Background: an optimization exercise with open tools, aiming at small area. Do not read the settings as production practice. The clock input has no modelled driver; a real chip could not lean on it and would need a root buffer or a full tree.

Setup of main:
==> flow/design.v <==
module SAM (str, mode, clk, reset, msg, frame);
	input str;
	input mode;
	input clk;
	input reset;
	output [31:0] msg;
	output reg frame;
	reg [2:0] s;
	localparam [2:0] SN = 3'd0;
	localparam [2:0] SK = 3'd1;
	localparam [2:0] S0 = 3'd2;
	localparam [2:0] S1 = 3'd3;
	localparam [2:0] B0 = 3'd6;
	localparam [2:0] B1 = 3'd7;
	reg [5:0] p;
	reg [4:0] z;
	reg [31:0] Ac;
	reg [31:0] Bc;
	wire [2:0] n = z[2:0];
	wire st_n = (s == SN);
	wire st_k = (s == SK);
	wire cfg = (mode & st_n) | st_k;
	wire clr = st_n;
	wire shift = st_k;
	wire dec = ~mode & ~(st_n | st_k);
	wire [5:0] ng;
	assign ng[0] = (n == 3'd0);
	assign ng[1] = (n == 3'd1);
	assign ng[2] = (n == 3'd2);
	assign ng[3] = (n == 3'd3);
	assign ng[4] = (n == 3'd4);
	assign ng[5] = ~(ng[0] | ng[1] | ng[2] | ng[3] | ng[4]);
	wire tap = (ng[0] & Ac[0]) | (ng[1] & Ac[1]) | (ng[2] & Ac[3]) |
		(ng[3] & Ac[7]) | (ng[4] & Ac[15]) | (ng[5] & Ac[31]);
	wire [31:0] ac_sh = {Ac[30:16], Ac[15] | ng[4], Ac[14:8], Ac[7] | ng[3],
		Ac[6:4], Ac[3] | ng[2], Ac[2], Ac[1] | ng[1], Ac[0] | ng[0],
		~str & tap};
	wire [31:0] bc_sh = {Bc[30:0], ~str & ~tap};
	wire keep = ~shift & ~clr;
	always @(posedge clk) begin
		Ac <= (ac_sh | {32{~shift}}) & (Ac | {32{~keep}});
		Bc <= (bc_sh & {32{shift}}) | (Bc & {32{keep}});
	end
	wire P = (s == B1);
	wire Q = (s == B0);
	assign msg = ~((~{32{Q}} | Ac) & (~{32{P}} | Bc));
	wire [5:0] need = st_n ? 6'b000011 :
		{ng[5], ng[5] | ng[4], ~(ng[0] | ng[1] | ng[2]), ~(ng[0] | ng[1]), ~ng[0], 1'b1};
	wire last = &(p | ~need);
	wire stop = &p[5:2];
	wire bnd = str & (z != 5'd0);
	wire shortp = (p <= 6'd8);
	wire accept = dec & ~stop & bnd & ~shortp;
	wire ob = ({z, 1'b0} <= p);
	wire p_clr = (cfg & last) | accept;
	wire p_inc = cfg | (dec & ~stop);
	wire z_clr = (cfg & st_k & last) | accept;
	wire z_inc = dec & ~str & ~&z;
	wire [5:0] p_next = {p[5:2] + {3'd0, &p[1:0]}, p[1:0] + 2'd1};
	always @(posedge clk) begin
		if (p_clr) p[5:2] <= 4'd0;
		else if (p_inc) p[5:2] <= p_next[5:2];
	end
	always @(posedge clk) begin
		if (z_clr) z <= 5'd0;
		else if (mode & st_n) z[2:0] <= {z[1:0], str};
		else if (z_inc) z <= z + 5'd1;
	end
	always @(posedge clk, negedge reset) begin
		if (!reset) begin
			s <= SN;
			p[1:0] <= 2'd0;
			frame <= 1'b0;
		end
		else begin
			if (p_clr) p[1:0] <= 2'd0;
			else if (p_inc) p[1:0] <= p_next[1:0];
			if (cfg & last) s <= st_n ? SK : S0;
			if (accept) begin
				s <= (s == S0) ? S1 : (ob ? B1 : B0);
			end
			if (dec & (stop | bnd)) frame <= accept;
		end
	end
endmodule
Settings: LEC_CHECK=0, ABC_AREA=1, CAP_MARGIN=20, CORE_MARGIN=2, CORE_UTILIZATION=70, GPL_TIMING_DRIVEN=0, SLEW_MARGIN=20; clock period 10.0 ns.
standard.sh (not shown) runs the stock make flow with config.mk's settings and CLKGATE_MAP_FILE= SYNTH_SCRIPT=/design/flow/synth_recipe.tcl, a recipe that flattens the netlist after the stock synthesis.
==> flow/flow/run.sh <==
#!/bin/bash
# Standard ORFS layout with these changes:
#  - synthesis uses an area-oriented ABC script (flow/abc_area.script)
#    in place of ORFS's own, and leaves adders to ABC (no half-adder cells);
#    registers are left as the standard synthesis makes them
#  - ports are buffered with buf_1
#  - the clock tree is MANUAL_CTS_N clock buffers placed at the centres of
#    their groups of registers (flow/manual_cts.tcl) in place of TritonCTS
set -euo pipefail
W=$(pwd)
S="$W/scripts_own"
rm -rf "$S"
cp -r "$FLOW_HOME/scripts" "$S"
cp "$W/flow/abc_area.script" "$S/abc_area.script"
cp "$W/flow/manual_cts.tcl" "$S/manual_cts.tcl"
grep -q '^log_cmd clock_tree_synthesis {\*}\$cts_args$' "$S/cts.tcl"
sed -i 's|^log_cmd clock_tree_synthesis {\*}\$cts_args$|source $::env(SCRIPTS_DIR)/manual_cts.tcl\nmanual_cts $::env(MANUAL_CTS_BUF) $::env(MANUAL_CTS_N)\nset_propagated_clock [all_clocks]|' "$S/cts.tcl"
export SCRIPTS_DIR="$S"
export MANUAL_CTS_BUF=sky130_fd_sc_hd__buf_8
export MANUAL_CTS_N=4
ADDER_MAP_FILE= bash standard.sh synth > "$W/synth.log" 2>&1
export BUFFER_PORTS_ARGS="-buffer_cell sky130_fd_sc_hd__buf_1"
bash standard.sh > "$W/layout.log" 2>&1
Other scripts of this flow, unchanged in this note and not shown: flow/flow/abc_area.script, flow/flow/manual_cts.tcl
What the feature branch does differently from main at the input level:
==> flow/design.v <==
module SAM (str, mode, clk, reset, msg, frame);
	input str;
	input mode;
	input clk;
	input reset;
	output [31:0] msg;
	output reg frame;
	reg [2:0] s;
	localparam [2:0] SN = 3'd0;
	localparam [2:0] SK = 3'd1;
	localparam [2:0] S0 = 3'd2;
	localparam [2:0] S1 = 3'd3;
	localparam [2:0] B0 = 3'd6;
	localparam [2:0] B1 = 3'd7;
	reg [5:0] p;
	reg [4:0] z;
	reg [31:0] Ac;
	reg [31:0] Bc;
	wire [2:0] n = z[2:0];
	wire st_n = (s == SN);
	wire st_k = (s == SK);
	wire cfg = mode & (st_n | st_k);
	wire clr = mode & st_n;
	wire shift = mode & st_k;
	wire dec = ~mode & ~(st_n | st_k);
	wire [5:0] ng;
	assign ng[0] = (n == 3'd0);
	assign ng[1] = (n == 3'd1);
	assign ng[2] = (n == 3'd2);
	assign ng[3] = (n == 3'd3);
	assign ng[4] = (n == 3'd4);
	assign ng[5] = ~(ng[0] | ng[1] | ng[2] | ng[3] | ng[4]);
	wire tap = (ng[0] & Ac[0]) | (ng[1] & Ac[1]) | (ng[2] & Ac[3]) |
		(ng[3] & Ac[7]) | (ng[4] & Ac[15]) | (ng[5] & Ac[31]);
	wire [31:0] ac_sh = {Ac[30:16], Ac[15] | ng[4], Ac[14:8], Ac[7] | ng[3],
		Ac[6:4], Ac[3] | ng[2], Ac[2], Ac[1] | ng[1], Ac[0] | ng[0],
		~str & tap};
	wire [31:0] bc_sh = {Bc[30:0], ~str & ~tap};
	wire keep = ~shift & ~clr;
	always @(posedge clk) begin
		Ac <= (ac_sh | {32{~shift}}) & (Ac | {32{~keep}});
		Bc <= (bc_sh & {32{shift}}) | (Bc & {32{keep}});
	end
	wire P = (s == B1);
	wire Q = (s == B0);
	assign msg = ~((~{32{Q}} | Ac) & (~{32{P}} | Bc));
	wire [6:1] c;
	assign c[1] = p[0];
	assign c[2] = c[1] & p[1];
	assign c[3] = c[2] & p[2];
	assign c[4] = c[3] & p[3];
	assign c[5] = c[4] & p[4];
	assign c[6] = c[5] & p[5];
	wire last = st_n ? c[2] : |(ng & c[6:1]);
	wire stop = &p[5:2];
	wire bnd = str & (z != 5'd0);
	wire shortp = (p <= 6'd8);
	wire accept = dec & ~stop & bnd & ~shortp;
	wire ob = ({z, 1'b0} <= p);
	wire p_clr = (cfg & last) | accept;
	wire p_inc = cfg | (dec & ~stop);
	wire z_clr = (cfg & st_k & last) | accept;
	wire z_inc = dec & ~stop & ~str & ~&z;
	wire [5:0] p_next = p ^ {c[5:1], 1'b1};
	always @(posedge clk) begin
		if (p_clr) p[5:2] <= 4'd0;
		else if (p_inc) p[5:2] <= p_next[5:2];
	end
	always @(posedge clk) begin
		if (z_clr) z <= 5'd0;
		else if (clr) z[2:0] <= {z[1:0], str};
		else if (z_inc) z <= z + 5'd1;
	end
	always @(posedge clk, negedge reset) begin
		if (!reset) begin
			s <= SN;
			p[1:0] <= 2'd0;
			frame <= 1'b0;
		end
		else begin
			if (p_clr) p[1:0] <= 2'd0;
			else if (p_inc) p[1:0] <= p_next[1:0];
			if (cfg & last) s <= st_n ? SK : S0;
			if (accept) begin
				s <= (s == S0) ? S1 : (ob ? B1 : B0);
			end
			if (dec & (stop | bnd)) frame <= accept;
		end
	end
endmodule
## What came out
All-layer global routing usage for the feature branch: 1.2 points up relative to main. Relative to main, final cycle utilization of the critical path has gone down in the feature branch. On the feature branch: post-synthesis adder-cell area fraction is 1.4 points lower than what main gave. Comparing overall routed net length for the feature branch and main, the bigger number came from the feature branch. Worst supply voltage drop on vdd, the feature branch and main: larger value in the feature branch. Fmax: the feature branch higher than main.
No functional check of the RTL was part of any run of this note. No run of this note takes its clock network from TritonCTS; it comes from the design's own scripts or RTL.

==> what the ideal ports hide <==
In the flow no input, the clock included, has a driving cell. The finished layouts below were timed again as built, in two steps.
Step 1 assumes that a clkbuf_16 drives the clock port and a buf_2 every other input.
Step 2 moves the port delays by t, midway between the first and last clock arrival at a register: inputs arrive t later, outputs are due t later. That takes back most of the time a late clock gives input paths.
Slacks: ideal ports / drivers / drivers and shift; pairs: ideal ports / drivers.
| run | shift t [ns] | setup WS [ns] | worst setup path at the end | clock arrival spread, ns |
|---|---|---|---|---|
| main | 0.200 | 6.041 / 5.968 / 6.168 | register to output | 0.006 / 0.005 |
| the feature branch | 0.201 | 6.061 / 5.988 / 6.038 | input to register | 0.010 / 0.009 |
After both steps every run listed still meets setup and hold. The setup slack of the feature branch, which loses most, moves by -0.073 ns with the drivers and by -0.023 ns with both steps.
